From an optimization exercise on the open Yosys and OpenROAD flow, aimed at small area; shortcuts taken in it are not production practice. Function was checked by simulation only, so behaviour that the tests miss may differ from the original. Power is estimated from default activity; no workload was simulated.

$ cat config.mk
export PLATFORM = sky130hd
export DESIGN_NAME = anti_theft_fsm
export DESIGN_NICKNAME = anti_theft_fsm
export VERILOG_FILES = /design/flow/design.v
export SDC_FILE = /design/flow/constraint.sdc
export NUM_CORES = 4
export LEC_CHECK = 0
export CAP_MARGIN = 20
export CORE_MARGIN = 2
export CORE_UTILIZATION = 80
export SLEW_MARGIN = 20
$ cat constraint.sdc
create_clock -name core_clock -period 10.0 [get_ports {clk}]
set_input_delay 2.0000 -clock core_clock [delete_from_list [all_inputs] [get_ports {clk}]]
set_output_delay 2.0000 -clock core_clock [all_outputs]
set_load 0.01 [all_outputs]
$ cat design.v
`timescale 1ns / 1ps
module btn_debounce(input clk, input reset, input in, output reg clean);
	reg s0, s1, o;
	reg [9:0] c;
	wire chg = s1 ^ o;
	wire hit = (c == 10'd880);
	always @(posedge clk) begin
		s0 <= in;
		s1 <= s0;
		o  <= s1;
		c  <= chg ? 10'd0 : {~c[8:0], c[9] ^ c[6]};
		if (reset | hit) clean <= o;
	end
endmodule
module time_params(input clk, input reset, input reprogram, input [1:0] sel,
	input [3:0] value, input [1:0] rsel, output reg [3:0] amount);
	reg [3:0] tp0, tp1, tp2, tp3;
	reg rq;
	wire we = reprogram & ~rq;
	wire [3:0] d1 = value | {4{reset}};     
	wire [3:0] d0 = value & ~{4{reset}};    
	wire e0 = reset | (we & (sel == 2'd0));
	wire e1 = reset | (we & (sel == 2'd1));
	wire e2 = reset | (we & (sel == 2'd2));
	wire e3 = reset | (we & (sel == 2'd3));
	always @(posedge clk) begin
		rq <= reprogram;
		if (e0) tp0 <= {d0[3], d1[2], d1[1], d0[0]};   
		if (e1) tp1 <= {d1[3], d0[2], d0[1], d0[0]};   
		if (e2) tp2 <= {d1[3], d1[2], d1[1], d1[0]};   
		if (e3) tp3 <= {d1[3], d0[2], d1[1], d0[0]};   
	end
	always @(*) begin
		case (rsel)
			2'd0: amount = tp0;
			2'd1: amount = tp1;
			2'd2: amount = tp2;
			default: amount = tp3;
		endcase
	end
endmodule
module timer(input clk, input reset, input start_timer, input timer_reset,
	input [3:0] amount, output one_hz, output reg expired, output reg [3:0] ic);
	reg [2:0] dv;
	reg timer_on;
	wire dec_tick = dv[1] & ~dv[0];
	assign one_hz = dv[2] & ~dv[1];
	wire ic_zero = (ic == 4'd0);
	always @(posedge clk) begin
		dv <= {dv[1:0], ~reset & ~(dv[2] & dv[1])};
		if (dec_tick && !ic_zero) ic <= ic - 4'd1;
		else if (start_timer) ic <= amount;
		else if (timer_reset) ic <= 4'd0;
		if (reset) timer_on <= 1'b0;
		else if (timer_on && ic_zero) timer_on <= 1'b0;
		else if (start_timer || timer_reset) timer_on <= 1'b1;
		expired <= timer_on && ic_zero;
	end
endmodule
module main_fsm(input clk, input reset, input reprogram, input driver, input passenger,
	input ignition, input one_hz, input expired,
	output reg [2:0] state, output reg [1:0] led, output reg [2:0] tcmd);
	wire [2:0] state_n, tcmd_n;
	wire [1:0] led_n;
	fsm_next nx(.state(state), .led(led), .reset(reset), .reprogram(reprogram),
		.driver(driver), .passenger(passenger), .ignition(ignition), .one_hz(one_hz),
		.expired(expired), .state_n(state_n), .led_n(led_n), .tcmd_n(tcmd_n));
	always @(posedge clk) begin
		state <= state_n;
		led <= led_n;
		tcmd <= tcmd_n;
	end
endmodule
module fsm_next(state, led, reset, reprogram, driver, passenger, ignition, one_hz, expired, state_n, led_n, tcmd_n);
	input [2:0] state;
	input [1:0] led;
	input reset;
	input reprogram;
	input driver;
	input passenger;
	input ignition;
	input one_hz;
	input expired;
	output [2:0] state_n;
	output [1:0] led_n;
	output [2:0] tcmd_n;
	wire _00_;
	wire _01_;
	wire _02_;
	wire _03_;
	wire _04_;
	wire _05_;
	wire _06_;
	wire _07_;
	wire _08_;
	wire _09_;
	wire _10_;
	wire _11_;
	wire _12_;
	wire _13_;
	wire _14_;
	wire _15_;
	wire _16_;
	wire _17_;
	wire _18_;
	wire _19_;
	wire _20_;
	wire _21_;
	wire _22_;
	wire _23_;
	wire _24_;
	wire _25_;
	assign _00_ = ~state[2];
	assign _01_ = ~state[1];
	assign _02_ = ~(passenger & _00_);
	assign _03_ = ~(driver | state[0]);
	assign _04_ = ~(state[1] & _02_ & _03_);
	assign _05_ = ~(state[0] | state[1]);
	assign _06_ = ~((state[1] | _03_) & _04_);
	assign _07_ = ~((passenger | _06_) & _05_ & _00_);
	assign tcmd_n[2] = ~(_04_ & _07_);
	assign _08_ = state[2] ? driver : expired;
	assign _09_ = ~(state[0] & _08_);
	assign _10_ = ~(reset | reprogram);
	assign _11_ = ~((tcmd_n[2] | _10_) & state[1]);
	assign _12_ = ~(state[0] & state[1]);
	assign _13_ = ~(ignition & _12_);
	assign _14_ = ~((state[0] & state[1] & expired) | reset);
	assign _15_ = ~((state[2] | _13_) & _14_);
	assign state_n[1] = ~((_09_ & _11_) | _15_);
	assign _16_ = ~((state[1] | reset) & _15_);
	assign _17_ = ~((state[2] | _13_) & state[0]);
	assign _18_ = ~(state[2] & _05_);
	assign _19_ = ~((reprogram | _08_ | _17_) & (_18_ | ignition));
	assign state_n[0] = (tcmd_n[2] | _19_) & _16_;
	assign _20_ = ~(~one_hz & led[0]);
	assign _21_ = ~(~led[0] & one_hz);
	assign led_n[0] = ~((_05_ & _20_ & _21_) | reset | state[2]);
	assign _22_ = ~(~state_n[0] & ignition);
	assign _23_ = ~((state[2] & reprogram) | reset);
	assign _24_ = ~((_12_ & _23_) | state_n[0] | state_n[1]);
	assign state_n[2] = ~((_00_ & _22_) | _24_);
	assign led_n[1] = ~(state[2] | _01_ | _15_);
	assign _25_ = ~(_00_ & _06_ & _17_);
	assign tcmd_n[0] = ~((tcmd_n[2] | _10_) & _25_);
	assign tcmd_n[1] = ~((driver & _01_) | state[2]);
endmodule
module fuel_pump(input clk, input reset, input ignition, input hidden, input brake,
	output reg power);
	reg [1:0] fp;
	always @(posedge clk) begin
		power <= !reset && fp[1];
		if (reset) fp <= 2'b00;
		else if (fp[1]) begin
			if (!ignition) fp <= 2'b00;
		end else if (fp[0]) begin
			if (hidden && brake) fp <= 2'b10;
		end else if (ignition) fp <= 2'b01;
	end
endmodule
module refresh(input clk, input reset, output reg [1:0] digit);
	reg [17:0] rf;
	wire rz = (rf[16:0] == 17'd0);
	wire wrap = rz & rf[17];                    
	always @(posedge clk) begin
		rf <= {rf[16:0], rf[17] ^ rf[10] ^ rz};
		if (reset) begin
			rf[0] <= 1'b0;
			rf[8] <= 1'b0;
			rf[16] <= 1'b0;
		end
		if (reset) digit <= 2'b00;
		else digit <= digit + wrap;
	end
endmodule
module display(digit, state, ic, an, seg);
	input [1:0] digit;
	input [2:0] state;
	input [3:0] ic;
	output [3:0] an;
	output [6:0] seg;
	wire _00_;
	wire _01_;
	wire _02_;
	wire _03_;
	wire _04_;
	wire _05_;
	wire _06_;
	wire _07_;
	wire _08_;
	wire _09_;
	wire _10_;
	wire _11_;
	wire _12_;
	wire _13_;
	assign _00_ = ~(digit[1] | digit[0]);
	assign an[0] = ~_00_;
	assign _01_ = ~(digit[0] | ~digit[1]);
	assign an[1] = ~_01_;
	assign _02_ = ic[3] & _01_;
	assign _03_ = ~(ic[3] & _01_);
	assign _04_ = ~((state[2] & _00_) | (_01_ & ic[2]));
	assign _05_ = ~((state[0] & _00_) | (_01_ & ic[0]));
	assign _06_ = _04_ ^ _05_;
	assign _07_ = ~((state[1] & _00_) | (_01_ & ic[1]));
	assign _08_ = ~(_06_ & _07_);
	assign seg[0] = ~(_02_ | _08_);
	assign _09_ = (_03_ & _04_) | _06_ | _07_;
	assign seg[3] = ~((_02_ | _08_) & _09_);
	assign _10_ = ~(_02_ | _04_ | _05_ | _07_);
	assign _11_ = ~(_03_ ^ _04_);
	assign seg[6] = (_07_ & _11_) | _10_;
	assign _12_ = ~(_06_ | ~seg[6]);
	assign _13_ = ~((_02_ | _05_) & _11_);
	assign seg[2] = ~(_12_ | _13_);
	assign seg[1] = ~(_04_ | seg[0] | _12_);
	assign seg[4] = ~((_02_ | _05_) & (_08_ | _11_));
	assign seg[5] = ~((_05_ & _07_) | seg[1] | _02_);
	assign an[3:2] = 2'h3;
endmodule
module anti_theft_fsm(input clk, input [4:0]btn, input [3:0]time_value,
input [1:0]time_parameter_selector, input ignition, input reset, output [1:0]led, output power, output [6:0]seg, output [3:0]an);
wire reprogram, hidden, driver, brake, passenger;
btn_debounce d0(.clk(clk), .reset(reset), .in(btn[0]), .clean(reprogram));
btn_debounce d1(.clk(clk), .reset(reset), .in(btn[1]), .clean(hidden));
btn_debounce d2(.clk(clk), .reset(reset), .in(btn[2]), .clean(driver));
btn_debounce d3(.clk(clk), .reset(reset), .in(btn[3]), .clean(brake));
btn_debounce d4(.clk(clk), .reset(reset), .in(btn[4]), .clean(passenger));
wire [2:0] tcmd;
wire [3:0] amount, ic;
wire [2:0] state;
wire one_hz, expired;
wire [1:0] digit;
time_params tp(.clk(clk), .reset(reset), .reprogram(reprogram), .sel(time_parameter_selector),
	.value(time_value), .rsel(tcmd[1:0]), .amount(amount));
timer t(.clk(clk), .reset(reset), .start_timer(tcmd[2]), .timer_reset(tcmd[0]),
	.amount(amount), .one_hz(one_hz), .expired(expired), .ic(ic));
main_fsm f(.clk(clk), .reset(reset), .reprogram(reprogram), .driver(driver), .passenger(passenger),
	.ignition(ignition), .one_hz(one_hz), .expired(expired), .state(state), .led(led),
	.tcmd(tcmd));
fuel_pump fp(.clk(clk), .reset(reset), .ignition(ignition), .hidden(hidden), .brake(brake), .power(power));
refresh r(.clk(clk), .reset(reset), .digit(digit));
display ds(.digit(digit), .state(state), .ic(ic), .an(an), .seg(seg));
endmodule
$ cat flow/run.sh
#!/bin/bash
# The standard layout (standard.sh) with three changes:
# - synthesis maps logic with an area-oriented ABC script (flow/synth.tcl);
# - port buffers use the smallest buffer;
# - the clock tree uses small clock buffers and no dummy balancing loads.
# make's output goes to flow_make.log; each tool's log is under orfs/logs/.
set -euo pipefail
HERE=$(pwd)
export CTS_ARGS="-sink_clustering_enable -repair_clock_nets -dont_use_dummy_load -buf_list sky130_fd_sc_hd__clkbuf_4"
export BUFFER_PORTS_ARGS="-buffer_cell sky130_fd_sc_hd__buf_1"
sed "s|SYNTH_SCRIPT=[^ ]*|SYNTH_SCRIPT=$HERE/flow/synth.tcl|" standard.sh > own_standard.sh
grep -q "SYNTH_SCRIPT=$HERE/flow/synth.tcl" own_standard.sh
bash own_standard.sh > flow_make.log 2>&1
$ cat flow/area.abc
strash
&get -n
&dch -f
&nf -R 1000
&put
$ cat flow/synth.tcl
# synth_recipe.tcl with one change: the technology-mapping ABC call uses an
# area-oriented script (flow/area.abc) instead of ORFS's speed script. The
# flip-flops are mapped before ABC runs, so the registers are unchanged.
set ::my_abc_script [file join [file dirname [file normalize [info script]]] area.abc]
proc synth {args} { yosys synth -nofsm -noshare {*}$args }
proc abc {args} {
  set i [lsearch -exact $args -script]
  if { $i >= 0 } { set args [lreplace $args [expr {$i + 1}] [expr {$i + 1}] $::my_abc_script] }
  yosys abc {*}$args
}
source $::env(SCRIPTS_DIR)/synth.tcl
# left out here: clear keep_hierarchy, flatten, clean up, hide names made inside functions, write 1_2_yosys.v
$ cat standard.sh
#!/bin/bash
# synth_recipe.tcl (not shown) runs the flow's synth.tcl, then flattens the netlist and writes it again
# the make line also repeats each setting of config.mk as NAME=value (left out here)
make -C /OpenROAD-flow-scripts/flow DESIGN_CONFIG=/design/flow/config.mk WORK_HOME=/design/flow/orfs CLKGATE_MAP_FILE= SYNTH_SCRIPT=/design/flow/synth_recipe.tcl "${@:-finish}"
==> qor.yml, run 1 <==
run_status:
  outcome: "no timing/DRC/antenna violations"
timing:
  slew_headroom_pct: 51.5
  slew_viol_final: 0
  tns_ns: 0
  fin_hold_ws_ns: 0.320
  max_freq_mhz: 201
  worst_pin_slew_ns: 0.726
  hold_viol: 0
  setup_slack_ns: 5.03
  fin_skew_ns: 0.0358
  finalCriticalPeriod_ns: 4.97
  rsz0062_at_grt: "no"
  setup_viol: 0
  period_share_pct: 49.7
clocking:
  cts_hold_buf: 0
  ctsResizeCount: 0
  cts_num_sinks: 127
  h-tree-depth: 4
  cts_tree: "yes"
  numCtsBuffers: 17
  cts-root-buf: "clkbuf_4"
  cts_setup_buffers: 0
  clock_latency_ns: 0.51
  clk_path_buf_depth: 2
  cts.clk_slew.worst_paths_ns: 0.09
routing:
  routed_wirelength_um: 7350
  drtIter0Drc: 169
  antenna_left: 0
  vias: 2687
  dr.pass1.iters: 5
  drc: 0
  vias_per_cell: 5.84
  avgRoutedWirePerCell_um: 16.0
cells_and_area:
  stdcell_count: 460
  diodes: 0
  fillCellCount: 210
  area_growth_pct: 7.50
  fin_nets: 413
  layout-drive-gt1-share_pct: 4.58
  utilization_pct: 90.4
worst_setup_path:
  path_buf_inv: 3
  start_kind: "flip-flop"
  cp_top_family: "compound AO/OA/AOI/OAI gates"
  cp.arrival_ns: 2.97
  crit_top_cell: "clkinv_1"
  required_ns: 8.00
  cp_max_fo: 6
  critPathKind: "reg -> out"
  slowest_delay_ns: 0.42
  path_cells: "nor2b_1 -> clkinv_1 -> o21ai_0 -> xor2_1 -> clkinv_1 -> nand2_1 -> a21oi_1 -> a211oi_1 -> a221oi_1 -> buf_1"
  cp-end-kind: "primary output"
  cpMaxStageDelayCell: "o21ai_0"
die:
  io_pins: 28
  start_util_pct: 84.1
  dieArea_um2: 5610
  num_rows: 25
  chipHeight_um: 74.9
  coreArea_um2: 4790
  die_w_um: 74.9
placed_design:
  io_buffers: 25
  place_ws_ns: 5.61
  dpl.hpwl_um: 4820
  gp_congestion: 0.833
  dp.cells: 443
global_routing:
  antenna_found_initial: 0
  grt_util_all_layers_pct: 29.8
  grt_overflow: 0
  grt_start_max_net_pins: 33
  grt_pass1_vias: 2698
  grt_pass1_wl_um: 12000
yosys:
  yosys_most_used_dff: "dfxtp_1"
  netlist_instances: 351
  ys_ff_latch: 127
  syn_area_per_cell_um2: 11.5
  ys_top_cells_by_area: "dfxtp_1, edfxtp_1, nor2_1"
  yosysMostFrequentCell: "dfxtp_1"
  synth_edf_count: 25
  synth.distinct_cells: 38
  ys_seq_area_share_pct: 69.4
  synth_area_um2: 4020
  ys_warn_count: 6
  async_flop_share_pct: 0
  ys_top_cells_by_count: "dfxtp_1, nor2_1, edfxtp_1"
  synth_top_area_cell: "dfxtp_1"
  yosysTopAreaCellShare_pct: 50.8
power_and_ir_drop:
  cellLeakagePower_nw: 1.68
  powerDensity_nw_per_um2: 258
  vdd_drop_max_v: 0.000158
worst_hold_path:
  min_path_type: "reg -> reg"
flow_run:
  maxCapViolCount: 0
==> final cells by class <==
type / count / area, µm² / area share [%]
Timing Repair Buffer: 26 / 101 / 2.34
Inverter: 11 / 41.3 / 0.955
Tap cell: 67 / 83.8 / 1.94
Sequential cell: 127 / 2790 / 64.6
Multi-Input combinational cell: 212 / 1180 / 27.2
Clock buffer: 17 / 128 / 2.95
==> cells in the final DEF, fill, tap and decap left out, types with 5 or more instances in the layout <==
| master | count |
|---|---|
| a21oi_1 | 9 |
| edfxtp_1 | 25 |
| o21ai_0 | 23 |
| clkbuf_4 | 17 |
| buf_1 | 25 |
| nor3_1 | 9 |
| nor2_1 | 65 |
| xnor2_1 | 7 |
| clkinv_1 | 11 |
| a41o_1 | 5 |
| nor4b_1 | 5 |
| nor2b_1 | 13 |
| xor2_1 | 6 |
| dfxtp_1 | 102 |
| nand2_1 | 24 |
==> sequential cells by signal, indices dropped and copies added (netlist names), 2 cells and up <==
| name | flops |
|---|---|
| d0.c | 10 |
| d1.c | 10 |
| d2.c | 10 |
| d3.c | 10 |
| d4.c | 10 |
| f.led | 2 |
| f.state | 3 |
| f.tcmd | 3 |
| fp.fp | 2 |
| r.digit | 2 |
| r.rf | 18 |
| t.dv | 3 |
| t.ic | 4 |
| tp.tp0 | 4 |
| tp.tp1 | 4 |
| tp.tp2 | 4 |
| tp.tp3 | 4 |
==> cells by family after synthesis <==
kind of cell,Yosys count,synth area share [%]
other,1,0.0932
adders and majority gates,4,1.24
muxes,1,0.280
AOI/OAI and AO/OA,58,9.49
xor gates and xnor gates,13,2.83
DFF,127,69.4
and+or+nand+nor,134,15.2
buffers and inverters,13,1.40
==> report_power, final <==
group	leakage [nW]	switching, mW	internal [mW]
sequential	1.10	0.0643	0.609
clock	0.0782	0.143	0.0774
combinational	0.508	0.135	0.0890
total	1.68	0.343	0.775
==> path summary, 6_finish.rpt <==
kind	slack, ns	from	to	depth (start not counted)
worst min-delay path	0.32	d4.s0	d4.s1	0
worst max-delay path	5.03	r.digit[1]	seg[5]	10
worst min register to register	0.32	d4.s0	d4.s1	0
worst max register to register	7.93	f.state[2]	f.state[2]	8
==> routing by layer <==
metal	track usage, %	up-vias	share of wire, %
li1	-	1298	-
met1	34.1	1269	41
met2	49.9	101	50
met3	10.6	19	6.4
met4	14.3	0	1.8
met5	0	-	0
==> per-stage QoR <==
| stage | total power [mW] | area (µm²) |
|---|---|---|
| after floorplan | 0.826 | 4030 |
| after global placement | 0.880 | 4200 |
| after detailed placement | 0.896 | 4200 |
| after CTS | 1.12 | 4320 |
| after global routing | 1.18 | 4320 |
| final | 1.12 | 4320 |
==> run 2: changes to the inputs <==
--- a/config.mk
+++ b/config.mk
@@ -7,5 +7,5 @@
 export LEC_CHECK = 0
 export CAP_MARGIN = 20
 export CORE_MARGIN = 2
-export CORE_UTILIZATION = 80
+export CORE_UTILIZATION = 70
 export SLEW_MARGIN = 20
==> run 2 against run 1 <==
Clock skew grew 0.012 ns. Sequential cell count is the same. Die area grew 13%. Non-clock buffer count is the same. Wire length shrank 8.1%. Total power shrank 0.87%. Worst hold slack lost 0.0052 ns. Cell area grew 0.14%. Critical path depth is the same. Combinational power shrank 3%. Sequential share of layout area shrank 0.093 points. Critical path type unchanged. Critical endpoint unchanged. Largest cell class unchanged. Highest routed layer unchanged.
==> qor.yml, run 2 <==
clocking:
  ctsResizeCount: 0  # unchanged
  cts.clk_slew.worst_paths_ns: 0.12  # +0.03 ns
  cts-root-buf: "clkbuf_4"
  cts_setup_buffers: 0  # unchanged
  cts_tree: "yes"
  cts_num_sinks: 127  # unchanged
  h-tree-depth: 4  # unchanged
  numCtsBuffers: 17  # unchanged
  clock_latency_ns: 0.50  # about the same
  clk_path_buf_depth: 2  # unchanged
  cts_hold_buf: 0  # unchanged
placed_design:
  dpl.hpwl_um: 4640  # -3.8%
  placed_cell_area_um2: 4200  # +0.15%
  io_buffers: 25  # unchanged
  gp_congestion: 0.785  # -5.7%
routing:
  routed_wirelength_um: 6750  # -8.1%
  antenna_left: 0  # unchanged
  drc: 0  # unchanged
  vias_per_cell: 5.65  # -3.3%
  vias: 2626  # -2.3%
  avgRoutedWirePerCell_um: 14.5  # -9.1%
  drtIter0Drc: 164  # -3.0%
  dr.pass1.iters: 4  # -1
worst_setup_path:
  critPathKind: "reg -> out"
  crit_top_cell: "clkinv_1"
  cpMaxStageDelayCell: "o21ai_0"
  required_ns: 8.00  # about the same
  cp_max_fo: 6  # unchanged
  cp.arrival_ns: 2.92  # -0.05 ns
  cp-end-kind: "primary output"
  slowest_delay_ns: 0.42  # about the same
  start_kind: "flip-flop"
  path_cells: "nor2b_1 -> clkinv_1 -> o21ai_0 -> xor2_1 -> clkinv_1 -> nand2_1 -> a21oi_1 -> a211oi_1 -> a221oi_1 -> buf_1"
timing:
  slew_viol_final: 0  # unchanged
  tns_ns: 0  # unchanged
  period_share_pct: 49.2  # -0.53 points
  hold_viol: 0  # unchanged
  slew_headroom_pct: 51.6  # +0.17 points
  fin_skew_ns: 0.0478  # +0.0119 ns
  rsz0062_at_grt: "no"
  worst_pin_slew_ns: 0.723  # -0.00259 ns
  fin_hold_ws_ns: 0.315  # -0.00516 ns
  max_freq_mhz: 203  # +1.1%
  finalCriticalPeriod_ns: 4.92  # -0.0528 ns
  setup_viol: 0  # unchanged
cells_and_area:
  utilization_pct: 78.2  # -12 points
  regArea_um2: 2790  # unchanged
  top_register: "r.rf"
  fin_nets: 413  # unchanged
  area_growth_pct: 7.65
  layout-drive-gt1-share_pct: 4.58  # unchanged
  final_cell_mix: "dfxtp_1, nor2_1, edfxtp_1, buf_1, nand2_1"
  diodes: 0  # unchanged
  final_area_um2: 4330  # +0.14%
  largest_reg_flops: 18  # unchanged
  final_common_cell: "dfxtp_1"
  multi_input_comb_area_um2: 1180  # unchanged
  fillCellCount: 370  # +76%
die:
  coreArea_um2: 5540  # +16%
  start_util_pct: 72.6  # -11 points
  num_rows: 27  # +8.0%
  dieArea_um2: 6370  # +13%
  die_w_um: 79.8  # +6.5%
  io_pins: 28  # unchanged
  chipHeight_um: 79.8  # +6.5%
yosys:
  ys_seq_area_share_pct: 69.4  # unchanged
  synthAdderAreaFrac_pct: 1.24  # unchanged
  synth_compound_area_share_pct: 9.49  # unchanged
  synth_edf_count: 25  # unchanged
  ys_top_cells_by_area: "dfxtp_1, edfxtp_1, nor2_1"
  ys_ff_latch: 127  # unchanged
  async_flop_share_pct: 0  # unchanged
  synthSimpleGateAreaFrac_pct: 15.2  # unchanged
  yosys_most_used_dff: "dfxtp_1"
  synth_xor_area_share_pct: 2.83  # unchanged
  synth_area_um2: 4020  # unchanged
  yosysMostFrequentCell: "dfxtp_1"
  synth_top_family_by_area: "simple AND/OR/NAND/NOR gates"
  yosysTopAreaCellShare_pct: 50.8  # unchanged
  synthMuxAreaShare_pct: 0.280  # unchanged
  netlist_instances: 351  # unchanged
  synth_top_area_cell: "dfxtp_1"
  syn_area_per_cell_um2: 11.5  # unchanged
  synth.distinct_cells: 38  # unchanged
  ys_warn_count: 6  # unchanged
  ys_top_cells_by_count: "dfxtp_1, nor2_1, edfxtp_1"
global_routing:
  grt_overflow: 0  # unchanged
  grt_pass1_vias: 2506  # -7.1%
  antenna_found_initial: 0  # unchanged
  grt_start_max_net_pins: 33  # unchanged
  grt_pass1_wl_um: 11000  # -8.0%
  grt_util_all_layers_pct: 23.5  # -6.3 points
run_status:
  outcome: "no timing/DRC/antenna violations"
power_and_ir_drop:
  cellLeakagePower_nw: 1.68  # unchanged
  vdd_drop_max_v: 0.000180  # +14%
  powerDensity_nw_per_um2: 256  # -1.0%
worst_hold_path:
  min_path_type: "reg -> reg"
flow_run:
  maxCapViolCount: 0  # unchanged
-- run 2: where the power goes --
group | internal [mW] | switching (mW)
clock | 0.0777 | 0.141
combinational | 0.0890 | 0.128
sequential | 0.609 | 0.0631
total | 0.775 | 0.333
-- run 2: kinds of logic after synthesis --
group / after synthesis
compound gates: 58
simple gates: 134
other cells: 1
xor+xnor: 13
buf+inv: 13
mux: 1
flops: 127
fa+ha+maj: 4
-- run 2: path summary, 6_finish.rpt --
| kind | start | end | slack (ns) | cells past startpoint |
|---|---|---|---|---|
| worst max-delay path | r.digit[1] | seg[5] | 5.08 | 10 |
| worst min-delay path | r.rf[3] | r.rf[4] | 0.31 | 0 |
| worst max register to register | f.state[2] | f.state[2] | 7.95 | 8 |
| worst min register to register | r.rf[3] | r.rf[4] | 0.31 | 0 |
-- run 2: final cells by class --
cell class / count / area share (%)
inverter: 11 / 0.953
sequential: 127 / 64.5
multi-input combinational: 212 / 27.2
timing repair buffer: 26 / 2.34
clock buffer: 17 / 2.95
tap: 72 / 2.08
-- run 2: worst max-delay path: cells and delay by family (launching register included) --
family                    cells  cell delay, ns
DFF                           1            0.36
buffers and inverters         3            0.42
xor gates and xnor gates      1            0.34
and+or+nand+nor               2            0.47
AOI/OAI and AO/OA             4            0.88
-- run 2: routing by layer --
layer  global-route usage [%]  part of all wire, %  vias up
li1                         -                    -     1308
met1                     28.8                   46     1238
met2                     36.8                   47       70
met3                     9.84                  5.3       10
met4                     9.49                  1.3        0
met5                        0                    0        -
-- run 2: per-stage QoR --
| step | instances | setup slack (ns) | total power, mW |
|---|---|---|---|
| 3_5_place_dp | 448 | 5.64 | 0.896 |
| 4_1_cts | 465 | 5.12 | 1.11 |
| 2_1_floorplan | 352 | 5.65 | 0.826 |
| 5_1_grt | 465 | 4.87 | 1.17 |
| 6_report | 465 | 5.08 | 1.11 |
| 3_3_place_gp | 448 | 5.73 | 0.884 |
==> run 3: changes to the inputs <==
--- a/design.v
+++ b/design.v
@@ -150,12 +150,8 @@
 	reg [1:0] fp;
 	always @(posedge clk) begin
 		power <= !reset && fp[1];
-		if (reset) fp <= 2'b00;
-		else if (fp[1]) begin
-			if (!ignition) fp <= 2'b00;
-		end else if (fp[0]) begin
-			if (hidden && brake) fp <= 2'b10;
-		end else if (ignition) fp <= 2'b01;
+		fp[1] <= !reset && fp[0] && (fp[1] ? ignition : (hidden && brake));
+		fp[0] <= !reset && (ignition || (fp[0] && !fp[1]));
 	end
 endmodule
 module refresh(input clk, input reset, output reg [1:0] digit);
--- a/config.mk
+++ b/config.mk
@@ -7,5 +7,5 @@
 export LEC_CHECK = 0
 export CAP_MARGIN = 20
 export CORE_MARGIN = 2
-export CORE_UTILIZATION = 70
+export CORE_UTILIZATION = 80
 export SLEW_MARGIN = 20
==> run 3 against run 2 <==
Sequential share of layout area up 0.13 points. Total power up 2.1%. Non-clock buffer count did not move. Die area is 12% lower. Clock-buffer cell count unchanged. Largest power group unchanged. Global-route usage rose by 9.0 points. Combinational power grew 8%. Critical path type unchanged. Still clean. Largest cell class unchanged. Maximum frequency fell by 1.8%.
==> qor.yml, run 3 <==
clocking:
  cts.clk_slew.worst_paths_ns: 0.10  # -0.02 ns
  numCtsBuffers: 17  # unchanged
  cts_setup_buffers: 0  # unchanged
  cts-root-buf: "clkbuf_4"
  cts_num_sinks: 127  # unchanged
  clock_latency_ns: 0.49  # about the same
  h-tree-depth: 4  # unchanged
  cts_hold_buf: 0  # unchanged
  ctsResizeCount: 0  # unchanged
  cts_tree: "yes"
  clk_path_buf_depth: 2  # unchanged
die:
  coreArea_um2: 4790  # -14%
  dieArea_um2: 5610  # -12%
  io_pins: 28  # unchanged
  start_util_pct: 84.0  # +11 points
  chipHeight_um: 74.9  # -6.2%
  num_rows: 25  # -7.4%
  die_w_um: 74.9  # -6.2%
worst_setup_path:
  required_ns: 8.00  # about the same
  cp-end-kind: "primary output"
  crit_top_cell: "clkinv_1"
  critPathKind: "reg -> out"
  cp_max_fo: 6  # unchanged
  cp.arrival_ns: 3.01  # +0.09 ns
  start_kind: "flip-flop"
  worstReg2RegStart: "f.state[2]"
  cp-endpoint: "seg[5]"
  worstReg2RegEnd: "f.state[2]"
  path_cells: "nor2b_1 -> clkinv_1 -> o21ai_0 -> xor2_1 -> clkinv_1 -> nand2_1 -> a21oi_1 -> a211oi_1 -> a221oi_1 -> buf_1"
  worstSetupStartpoint: "r.digit[1]"
  slowest_delay_ns: 0.46  # +0.04 ns
  rr_worst_depth: 8  # unchanged
  regToRegSetupSlack_ns: 7.94  # about the same
  cpMaxStageDelayCell: "o21ai_0"
cells_and_area:
  top_register: "r.rf"
  fin_nets: 409  # -0.97%
  final_cell_mix: "dfxtp_1, nor2_1, edfxtp_1, buf_1, nand2_1"
  diodes: 0  # unchanged
  final_common_cell: "dfxtp_1"
  largest_reg_flops: 18  # unchanged
  layout-drive-gt1-share_pct: 4.63  # +0.047 points
  area_growth_pct: 7.50
timing:
  fin_skew_ns: 0.0333  # -0.0145 ns
  finalCriticalPeriod_ns: 5.01  # +0.0920 ns
  worst_pin_slew_ns: 0.844  # +0.121 ns
  fin_hold_ws_ns: 0.327  # +0.0122 ns
  rsz0062_at_grt: "no"
  hold_viol: 0  # unchanged
  max_freq_mhz: 199  # -1.8%
  slew_headroom_pct: 43.5  # -8.1 points
  period_share_pct: 50.1  # +0.92 points
  tns_ns: 0  # unchanged
  slew_viol_final: 0  # unchanged
  setup_viol: 0  # unchanged
global_routing:
  grt_util_all_layers_pct: 32.5  # +9.0 points
  grt_pass1_wl_um: 12800  # +16%
  grt_start_max_net_pins: 33  # unchanged
  antenna_found_initial: 0  # unchanged
  grt_overflow: 0  # unchanged
  grt_pass1_vias: 2738  # +9.3%
routing:
  dr.pass1.iters: 4  # unchanged
  drc: 0  # unchanged
  antenna_left: 0  # unchanged
  drtIter0Drc: 160  # -2.4%
  vias_per_cell: 6.12  # +8.3%
  avgRoutedWirePerCell_um: 17.8  # +22%
  vias: 2789  # +6.2%
  routed_wirelength_um: 8100  # +20%
yosys:
  ys_top_cells_by_area: "dfxtp_1, edfxtp_1, nor2_1"
  ys_ff_latch: 127  # unchanged
  ys_top_cells_by_count: "dfxtp_1, nor2_1, edfxtp_1"
  yosysMostFrequentCell: "dfxtp_1"
  synth_top_area_cell: "dfxtp_1"
  ys_warn_count: 6  # unchanged
  synth_edf_count: 25  # unchanged
  synth_area_um2: 4020  # about the same
  synth.distinct_cells: 39  # +2.6%
  syn_area_per_cell_um2: 11.6  # +1.1%
  async_flop_share_pct: 0  # unchanged
  ys_seq_area_share_pct: 69.5  # about the same
  yosysTopAreaCellShare_pct: 50.8  # about the same
  netlist_instances: 347  # -1.1%
  yosys_most_used_dff: "dfxtp_1"
power_and_ir_drop:
  powerDensity_nw_per_um2: 262  # +2.3%
  vdd_drop_max_v: 0.000181  # +0.91%
  cellLeakagePower_nw: 1.68  # -0.36%
placed_design:
  dpl.hpwl_um: 5000  # +7.9%
  io_buffers: 25  # unchanged
  gp_congestion: 0.929  # +18%
run_status:
  outcome: "no timing/DRC/antenna violations"
flow_run:
  maxCapViolCount: 0  # unchanged
worst_hold_path:
  min_path_type: "reg -> reg"
## run 3: kinds of logic after synthesis
logic type	Yosys count	share of synthesized area [%]
adders and majority gates	4	1.24
xor gates and xnor gates	14	3.05
AOI/OAI and AO/OA	52	8.84
muxes	1	0.280
and+or+nand+nor	135	15.6
buffers and inverters	13	1.40
DFF	127	69.5
other	1	0.0933
## run 3: worst min path at each step
| stage | from | endpoint | slack [ns] | cells after the start |
|---|---|---|---|---|
| after floorplan | d0.s0 | d0.s1 | 0.31 | 0 |
| after global placement | d1.s0 | d1.s1 | 0.31 | 0 |
| after detailed placement | d1.s0 | d1.s1 | 0.32 | 0 |
| after CTS | d2.s0 | d2.s1 | 0.33 | 0 |
| after global routing | d2.s0 | d2.s1 | 0.33 | 0 |
| final | d2.s0 | d2.s1 | 0.33 | 0 |
## run 3: per-layer routing
| metal | GRT usage [%] | up-vias | wire length (µm) |
|---|---|---|---|
| met5 | 0 | - | 0 |
| met4 | 13.1 | 0 | 149 |
| met3 | 10.8 | 18 | 470 |
| met2 | 57.9 | 120 | 4390 |
| met1 | 35.5 | 1355 | 3080 |
| li1 | - | 1296 | - |
## run 3: layout make-up
class                      count  area, µm²
timing repair buffer          26        101
fill                         205        464
multi-input combinational    208       1170
sequential                   127       2790
tap                           67       83.8
inverter                      11       41.3
clock buffer                  17        128
## run 3: worst max-delay path: cells and delay by family (launching register included)
family,cells,cell delay (ns)
AOI/OAI and AO/OA,4,0.91
and+or+nand+nor,2,0.49
xor gates and xnor gates,1,0.33
buffers and inverters,3,0.46
DFF,1,0.36
## run 3: metrics by stage
step / util (%) / area, µm² / setup WS [ns] / total power [mW] / cells
final: 90.3 / 4320 / 4.99 / 1.13 / 456
after floorplan: - / 4020 / 5.65 / 0.833 / 348
after global routing: 90.3 / 4320 / 4.72 / 1.19 / 456
after global placement: 87.6 / 4190 / 5.72 / 0.887 / 439
after detailed placement: 87.6 / 4190 / 5.55 / 0.906 / 439
after CTS: 90.3 / 4320 / 5.02 / 1.13 / 456
## run 3: power by group
part | internal (mW) | total, mW | switching [mW] | leakage, nW
Sequential | 0.609 | 0.675 | 0.0665 | 1.10
Combinational | 0.0940 | 0.234 | 0.140 | 0.502
Clock | 0.0776 | 0.222 | 0.144 | 0.0782
Total | 0.780 | 1.13 | 0.351 | 1.68
==> run 4: changes to the inputs <==
==> flow/area.abc (replaced) <==
strash
dch -f
amap
==> run 4 against run 3 <==
Via count rose by 0.50%. Setup slack improved by 0.25 ns. Die area fell by 0.21%. Cell count rose by 3.7%. Clock power barely moved. Synthesized area fell by 0.22%. Sequential share of layout area rose by 0.24 points. Combinational power barely moved. Global-route usage fell by 2.2 points. Critical path type unchanged. Highest routed layer unchanged.
==> qor.yml, run 4 <==
run_status:
  outcome: "no timing/DRC/antenna violations"
yosys:
  yosys_most_used_dff: "dfxtp_1"
  yosysMostFrequentCell: "dfxtp_1"
  synth_edf_count: 25  # unchanged
  synth_top_area_cell: "dfxtp_1"
  synth_area_um2: 4010  # -0.22%
  syn_area_per_cell_um2: 11.0  # -5.1%
  ys_top_cells_by_count: "dfxtp_1, nor2_1, clkinv_1"
  async_flop_share_pct: 0  # unchanged
  synth.distinct_cells: 37  # -5.1%
  ys_ff_latch: 127  # unchanged
  ys_seq_area_share_pct: 69.6  # +0.15 points
  yosysTopAreaCellShare_pct: 50.9  # +0.11 points
  ys_warn_count: 6  # unchanged
  netlist_instances: 365  # +5.2%
  ys_top_cells_by_area: "dfxtp_1, edfxtp_1, nor2_1"
die:
  io_pins: 28  # unchanged
  chipHeight_um: 74.8  # -0.11%
  num_rows: 25  # unchanged
  die_w_um: 74.8  # -0.11%
  dieArea_um2: 5600  # -0.21%
  start_util_pct: 83.8  # -0.18 points
  coreArea_um2: 4790  # unchanged
worst_setup_path:
  cp_top_family: "compound AO/OA/AOI/OAI gates"
  regToRegSetupSlack_ns: 7.69  # -0.25 ns
  cp-end-kind: "primary output"
  slowest_delay_ns: 0.54  # +0.08 ns
  cpMaxStageDelayCell: "dfxtp_1"
  path_cells: "clkinv_1 -> o22ai_1 -> clkinv_1 -> o22ai_1 -> nand2_1 -> nor2_1 -> nor3_1 -> a211oi_1 -> buf_1"
  worstReg2RegStart: "f.state[2]"
  required_ns: 8.00  # about the same
  cp.depth: 9  # -1
  critPathKind: "reg -> out"
  start_kind: "flip-flop"
  worstReg2RegEnd: "f.state[2]"
  rr_worst_depth: 11  # +3
  cp.arrival_ns: 2.76  # -0.25 ns
  path_buf_inv: 3  # unchanged
  cp_max_fo: 10  # +4
power_and_ir_drop:
  vdd_drop_max_v: 0.000169  # -6.6%
  powerDensity_nw_per_um2: 258  # -1.6%
  cellLeakagePower_nw: 1.64  # -2.2%
  power.total_mw: 1.11  # -1.9%
flow_run:
  maxCapViolCount: 0  # unchanged
clocking:
  clk_path_buf_depth: 2  # unchanged
  cts_setup_buffers: 0  # unchanged
  numCtsBuffers: 17  # unchanged
  ctsResizeCount: 0  # unchanged
  cts_tree: "yes"
  cts.clk_slew.worst_paths_ns: 0.11  # about the same
  cts-root-buf: "clkbuf_4"
  clock_latency_ns: 0.49  # about the same
  cts_num_sinks: 127  # unchanged
  h-tree-depth: 4  # unchanged
  cts_hold_buf: 0  # unchanged
timing:
  hold_viol: 0  # unchanged
  finalCriticalPeriod_ns: 4.76  # -0.249 ns
  fin_hold_ws_ns: 0.322  # -0.00526 ns
  max_freq_mhz: 210  # +5.2%
  fin_skew_ns: 0.0346  # +0.00131 ns
  period_share_pct: 47.6  # -2.5 points
  worst_pin_slew_ns: 0.922  # +0.0775 ns
  slew_headroom_pct: 38.6  # -5.0 points
  tns_ns: 0  # unchanged
  slew_viol_final: 0  # unchanged
  rsz0062_at_grt: "no"
  setup_viol: 0  # unchanged
global_routing:
  grt_util_all_layers_pct: 30.2  # -2.2 points
  grt_overflow: 0  # unchanged
  antenna_found_initial: 0  # unchanged
  grt_pass1_vias: 2706  # -1.2%
  grt_start_max_net_pins: 20  # -39%
  grt_pass1_wl_um: 12000  # -6.1%
worst_hold_path:
  min_path_cells: 0  # unchanged
  hp-start: "d4.s0"
  min_to: "d4.s1"
  min_path_type: "reg -> reg"
cells_and_area:
  diodes: 0  # unchanged
  multi_input_comb_area_um2: 1110  # -5.9%
  final_cell_mix: "dfxtp_1, nor2_1, clkinv_1"
  top_register: "r.rf"
  final_common_cell: "dfxtp_1"
  layout-drive-gt1-share_pct: 4.19  # -0.44 points
  stdcell_count: 473  # +3.7%
  area_growth_pct: 7.33
  regArea_um2: 2790  # unchanged
  fillCellCount: 205  # unchanged
  largest_reg_flops: 18  # unchanged
  fin_nets: 426  # +4.2%
routing:
  drtIter0Drc: 189  # +18%
  routed_wirelength_um: 7680  # -5.2%
  dr.pass1.iters: 4  # unchanged
  drc: 0  # unchanged
  vias: 2803  # +0.50%
  antenna_left: 0  # unchanged
  vias_per_cell: 5.93  # -3.1%
  avgRoutedWirePerCell_um: 16.2  # -8.6%
placed_design:
  io_buffers: 25  # unchanged
  dp.cells: 456  # +3.9%
  dpl.hpwl_um: 5070  # +1.3%
  gp_congestion: 0.813  # -13%
run 4: area by class of cell:
class                   count  area share, %
clock buffers              17           2.96
inverters                  27           2.35
multi-input cells         210           25.7
flip-flops and latches    127           64.9
well taps                  67           1.95
repair buffers             25           2.18
run 4: cells by family after synthesis:
kind of cell	after synthesis	share of synthesized area, %
buf+inv	29	2.90
fa+ha+maj	4	1.25
flops	127	69.6
other cells	1	0.0935
simple gates	148	16.5
compound gates	56	9.61
run 4: worst max-delay path by stage:
| stage | start | to | slack [ns] |
|---|---|---|---|
| after floorplan | r.digit[1] | seg[5] | 5.93 |
| after global placement | reset | f.state[2] | 5.94 |
| after detailed placement | reset | f.state[2] | 5.81 |
| after CTS | f.state[2] | seg[5] | 5.25 |
| after global routing | f.state[2] | seg[5] | 4.97 |
| final | f.state[2] | seg[5] | 5.24 |
run 4: metrics by stage:
| stage | instance area [µm²] | setup slack (ns) | util (%) |
|---|---|---|---|
| final | 4310 | 5.24 | 90.0 |
| after global routing | 4310 | 4.97 | 90.0 |
| after CTS | 4310 | 5.25 | 90.0 |
| after global placement | 4180 | 5.94 | 87.3 |
| after floorplan | 4020 | 5.93 | - |
| after detailed placement | 4180 | 5.81 | 87.3 |
run 4: power by group:
part	internal [mW]	switching, mW
Combinational	0.0887	0.146
Sequential	0.599	0.0537
Clock	0.0776	0.145
run 4: metal layers:
layer	global-route usage, %	routed length, µm
met5	0	0
met4	13.5	122
met3	11.8	412
met2	52.8	4080
met1	32.5	3070
run 4: worst register-to-register path: cells and delay by family (launching register included):
kind / cells / cell delay, ns
flops: 1 / 0.42
buf+inv: 2 / 0.28
compound gates: 6 / 1.21
simple gates: 3 / 0.30

## afterwards: timing with drivers on the ports
The flow's constraints put no driver on any port. The routed layouts listed below were extracted and timed again, unchanged, in two steps.
Step 1, drivers: a clkbuf_16 drives clk and a buf_2 each remaining input, both assumed.
Step 2, shift: input delay + t, output delay - t, t = (earliest + latest rising clock arrival at the registers) / 2. This alone moves slack from input paths to output paths.
a / b / c = ideal ports / drivers / drivers and shift; a / b = the first two.
| run | t (ns) | slack for setup (ns) | latest minus earliest clock arrival (ns) | worst data-port slew with drivers (ns) | cell pins on the clock port's net |
|---|---|---|---|---|---|
| run 1 | 0.518 | 5.026 / 4.998 / 5.515 | 0.047 / 0.047 | 0.04 | 1 |
| run 2 | 0.508 | 5.078 / 5.049 / 5.556 | 0.048 / 0.049 | 0.05 | 1 |
| run 3 | 0.506 | 4.986 / 4.958 / 5.465 | 0.042 / 0.041 | 0.05 | 1 |
| run 4 | 0.510 | 5.236 / 5.206 / 5.714 | 0.040 / 0.041 | 0.03 | 1 |
After both steps every run listed still meets setup and hold.
